Context: an optimization exercise on an open-source flow, tuned for small area and a short achievable clock period. The choices shown serve that exercise and are no tape-out recipe. The RTL was checked by simulation tests, not by an equivalence proof against the original design. The clock input has no modelled driver; a real chip could not lean on it and would need a root buffer or a full tree. Power and IR drop assume default switching activity.

## v5
==> module async_ram_sp, before the edit <==
module async_ram_sp (
	input clk, rst_n,
	input MOSI,             
	input ho_d,             
	input ho,               
	input [9:0] sr,         
	output reg [7:0] dout   
	);
function [8:0] ring_slot;    
	input [7:0] a;
	reg [4:0] r;
	reg [1:0] y;
	begin
		if (a[3:2] != 2'b11) begin
			r = {1'b0, a[7:4]};
			y = a[3:2];
		end else begin
			case (a[7:4])
			4'd0:  begin r = 5'd16; y = 2'd0; end
			4'd1:  begin r = 5'd16; y = 2'd1; end
			4'd2:  begin r = 5'd16; y = 2'd2; end
			4'd3:  begin r = 5'd17; y = 2'd0; end
			4'd4:  begin r = 5'd17; y = 2'd1; end
			4'd5:  begin r = 5'd17; y = 2'd2; end
			4'd6:  begin r = 5'd18; y = 2'd0; end
			4'd7:  begin r = 5'd18; y = 2'd1; end
			4'd8:  begin r = 5'd18; y = 2'd2; end
			4'd9:  begin r = 5'd19; y = 2'd0; end
			4'd10: begin r = 5'd19; y = 2'd1; end
			4'd11: begin r = 5'd19; y = 2'd2; end
			4'd12: begin r = 5'd20; y = 2'd0; end
			4'd13: begin r = 5'd20; y = 2'd1; end
			4'd14: begin r = 5'd20; y = 2'd2; end
			default: begin r = 5'd21; y = 2'd0; end
			endcase
		end
		ring_slot = {r, y, a[1:0]};
	end
endfunction
wire [8:0] rd_addr = ring_slot({sr[6:0], MOSI});
wire [8:0] wr_addr = ring_slot(sr[8:1]);
reg [1:0] phx, phy;
always @(posedge clk) begin
	phx <= phx + 2'd1;
	if (phx == 2'd3)
		phy <= (phy == 2'd2) ? 2'd0 : phy + 2'd1;
end
wire [1:0] nphx = phx + 2'd1;
wire [1:0] nphy = (phx != 2'd3) ? phy : (phy == 2'd2) ? 2'd0 : phy + 2'd1;
reg [4:0] r_ring, w_ring;    
reg [3:0] r_slot, w_slot;
reg pa, pw, pr;              
reg [7:0] wdata;             
reg [7:0] wbus;              
reg wp;                      
reg wzd;                     
reg [7:0] pf;                
reg w_match, r_match;        
reg [5:0] rsel_hi;           
reg [3:0] rsel_lo;           
reg [21:0] land;             
reg [7:0] tq;                
reg same_ring;               
wire c00 = pa & rst_n;
wire c01 = pw & rst_n;
wire c11 = pr & rst_n;
wire [1:0] nnphx = phx + 2'd2;
wire [1:0] nnphy = (phx[1] == 1'b0) ? phy : (phy == 2'd2) ? 2'd0 : phy + 2'd1;
reg w_match_d;
always @(posedge clk)
	w_match_d <= (nnphx == w_slot[1:0]) & ((nnphy == w_slot[3:2]) | (w_ring == 5'd21) | (w_slot[3:2] == 2'b11));
wire w_land = wp & w_match;
wire w_keep = wp & ~w_match;
wire wp_d = c01 | w_keep;
always @(posedge clk) begin
	pa <= rst_n & ho & (sr[9:8] == 2'b00);
	pw <= rst_n & ho & (sr[9:8] == 2'b01);
	pr <= rst_n & ho & (sr[9:8] == 2'b11);
	w_match <= w_match_d;
	r_match <= (nphx == r_slot[1:0]) & ((nphy == r_slot[3:2]) | (r_ring == 5'd21));
	land <= (w_match_d & wp_d) ? (22'd1 << w_ring) : 22'd0;
	rsel_hi <= 6'd1 << r_ring[4:2];
	rsel_lo <= 4'd1 << r_ring[1:0];
	same_ring <= (w_ring == r_ring);
end
wire [22*8-1:0] pre;    
genvar g;
generate
	for (g = 0; g < 22; g = g + 1) begin : rg
		localparam N = (g == 21) ? 4 : 12;
		reg [8*N-1:0] s;
		wire [7:0] nxt = land[g] ? wbus : s[8*N-1 -: 8];
		always @(posedge clk)
			s <= {s[8*N-9:0], nxt};
		assign pre[8*g +: 8] = s[8*N-9 -: 8];
	end
endgenerate
reg [7:0] grp [0:5];
reg [7:0] tq_d;
integer i, j;
always @(*) begin
	for (j = 0; j < 6; j = j + 1) begin
		grp[j] = 8'd0;
		for (i = 0; i < 4; i = i + 1)
			if (4 * j + i < 22)
				grp[j] = grp[j] | (pre[8*(4*j+i) +: 8] & {8{rsel_lo[i]}});
	end
	tq_d = 8'd0;
	for (j = 0; j < 6; j = j + 1)
		tq_d = tq_d | (grp[j] & {8{rsel_hi[j]}});
end
wire [7:0] pf_d = !r_match ? pf : (w_land && same_ring) ? wdata : tq;
wire zreq = ~rst_n | wzd;
always @(posedge clk) begin
	tq <= tq_d;
	pf <= pf_d;
	if (c01)
		wdata <= sr[8:1];
	wbus <= c01 ? sr[8:1] : wdata;
	wp <= wp_d;
	wzd <= zreq & w_keep;
	if (c00) begin
		w_ring <= wr_addr[8:4];
		w_slot <= wr_addr[3:0];
	end else if (zreq && !w_keep) begin
		w_ring <= 5'd0;
		w_slot <= 4'd0;
	end
	if (~rst_n) begin
		r_ring <= 5'd0;
		r_slot <= 4'd0;
	end else if (ho_d && sr[8:7] == 2'b10) begin
		r_ring <= rd_addr[8:4];
		r_slot <= rd_addr[3:0];
	end
	if (~rst_n)
		dout <= 8'd0;
	else if (c11)
		dout <= pf_d;
end
endmodule
export LEC_CHECK = 0
export CAP_MARGIN = 20
export CORE_MARGIN = 2
export CORE_UTILIZATION = 70
export PLACE_DENSITY = 0.8
export SETUP_SLACK_MARGIN = 2.3
export SLEW_MARGIN = 20
create_clock -name core_clock -period 4.0 [get_ports {clk}]
standard.sh (not shown) runs the stock make flow with config.mk's settings and CLKGATE_MAP_FILE= SYNTH_SCRIPT=/design/flow/synth_recipe.tcl, a recipe that flattens the netlist after the stock synthesis.
==> flow/flow/run.sh <==
#!/bin/bash
# The standard flow's own layout (standard.sh), with one change in its clock tree synthesis step:
# flow/post_cts.tcl (which runs flow/ctree.tcl), sourced at the end of ORFS's cts.tcl
# (POST_CTS_TCL), replaces the
# clock tree with a two-level one (clock port -> 4 buf_16 buffers -> 72 leaf buffers -> flip-flops).
# standard.sh's output goes to standard.log, each tool's to ORFS's own logs under orfs/logs.
set -euo pipefail
export CTS_ARGS="-sink_clustering_enable -repair_clock_nets -sink_clustering_size 26 -sink_clustering_max_diameter 80 -dont_use_dummy_load"
export POST_CTS_TCL="$PWD/flow/post_cts.tcl"
export CTREE_LEAVES=72
export CTREE_TOP=sky130_fd_sc_hd__buf_16
export CTREE_LEAF=sky130_fd_sc_hd__clkbuf_16
bash standard.sh finish > standard.log 2>&1
Other scripts of this flow, unchanged in this note and not shown: flow/flow/ctree.tcl, flow/flow/post_cts.tcl
Setup changes, v5 to v2
--- a/flow/design.v
+++ b/flow/design.v
@@ -59,5 +59,6 @@
 reg [5:0] rsel_hi;           
 reg [3:0] rsel_lo;           
-reg [21:0] land;             
+reg [5:0] land_hi;           
+reg [3:0] land_lo;           
 reg [7:0] tq;                
 reg same_ring;               
@@ -79,5 +80,6 @@
 	w_match <= w_match_d;
 	r_match <= (nphx == r_slot[1:0]) & ((nphy == r_slot[3:2]) | (r_ring == 5'd21));
-	land <= (w_match_d & wp_d) ? (22'd1 << w_ring) : 22'd0;
+	land_hi <= (w_match_d & wp_d) ? (6'd1 << w_ring[4:2]) : 6'd0;
+	land_lo <= 4'd1 << w_ring[1:0];
 	rsel_hi <= 6'd1 << r_ring[4:2];
 	rsel_lo <= 4'd1 << r_ring[1:0];
@@ -90,5 +92,5 @@
 		localparam N = (g == 21) ? 4 : 12;
 		reg [8*N-1:0] s;
-		wire [7:0] nxt = land[g] ? wbus : s[8*N-1 -: 8];
+		wire [7:0] nxt = (land_hi[g / 4] & land_lo[g % 4]) ? wbus : s[8*N-1 -: 8];
 		always @(posedge clk)
 			s <= {s[8*N-9:0], nxt};
@@ -96,17 +98,10 @@
 	end
 endgenerate
-reg [7:0] grp [0:5];
 reg [7:0] tq_d;
-integer i, j;
+integer i;
 always @(*) begin
-	for (j = 0; j < 6; j = j + 1) begin
-		grp[j] = 8'd0;
-		for (i = 0; i < 4; i = i + 1)
-			if (4 * j + i < 22)
-				grp[j] = grp[j] | (pre[8*(4*j+i) +: 8] & {8{rsel_lo[i]}});
-	end
 	tq_d = 8'd0;
-	for (j = 0; j < 6; j = j + 1)
-		tq_d = tq_d | (grp[j] & {8{rsel_hi[j]}});
+	for (i = 0; i < 22; i = i + 1)
+		tq_d = tq_d | (pre[8*i +: 8] & {8{rsel_hi[i / 4] & rsel_lo[i % 4]}});
 end
 wire [7:0] pf_d = !r_match ? pf : (w_land && same_ring) ? wdata : tq;
Notes after the runs:
v2 vs. v5: minimum period implied by the final worst setup slack grew by 0.089 ns, distinct cell type count after synthesis now sits higher, portion of total power attributed to sequential cells essentially unchanged.
Going from v5 to v2, internal power shrank slightly.
For v5, the critical path class was reg -> out, unlike v2, where it was reg -> reg.
Relative to v5, met2 layer wire length in the routed design increased by 4.8% in v2.
v2 vs. v5: area of the multi-input gates went down by 1.4%.
Any difference in clock group power between v2 and v5 is small enough to ignore.
v2 vs v5: switching power down slightly
v5 → v2: placed instance area lost 0.43%, final critical-path setup slack shrank by 0.089 ns.
Compared with v5, in v2 flip-flop and latch count went down; end-of-flow core utilization about even.
Average wire per standard cell is lower on v5
Power: v2 draws less than v5
No run of this note takes its clock network from TritonCTS; it comes from the design's own scripts or RTL.

## static timing again, ports no longer ideal
Ports are ideal in the flow. The routed layouts listed here were re-timed in OpenROAD. Step 1: set_driving_cell puts a clkbuf_16 on clk and a buf_2 on each other input, an assumption about the parent block. Step 2 moves the port delays by t, midway between the first and last clock arrival at a register: inputs arrive t later, outputs are due t later. That takes back most of the time a late clock gives input paths. Three values: ideal ports, drivers, drivers and shift; two values: the first two.
| run | shift t [ns] | setup WS [ns] | hold WS [ns] | pins driven straight from the clock port |
|---|---|---|---|---|
| v5 | 0.621 | 2.289 / 2.141 / 1.953 | 0.323 / 0.312 / 0.323 | 4 |
| v2 | 0.623 | 2.200 / 2.125 / 2.064 | 0.324 / 0.297 / 0.324 | 4 |
After both steps every run listed still meets setup and hold. The setup slack of v5, which loses most, moves by -0.148 ns with the drivers and by -0.336 ns with both steps.
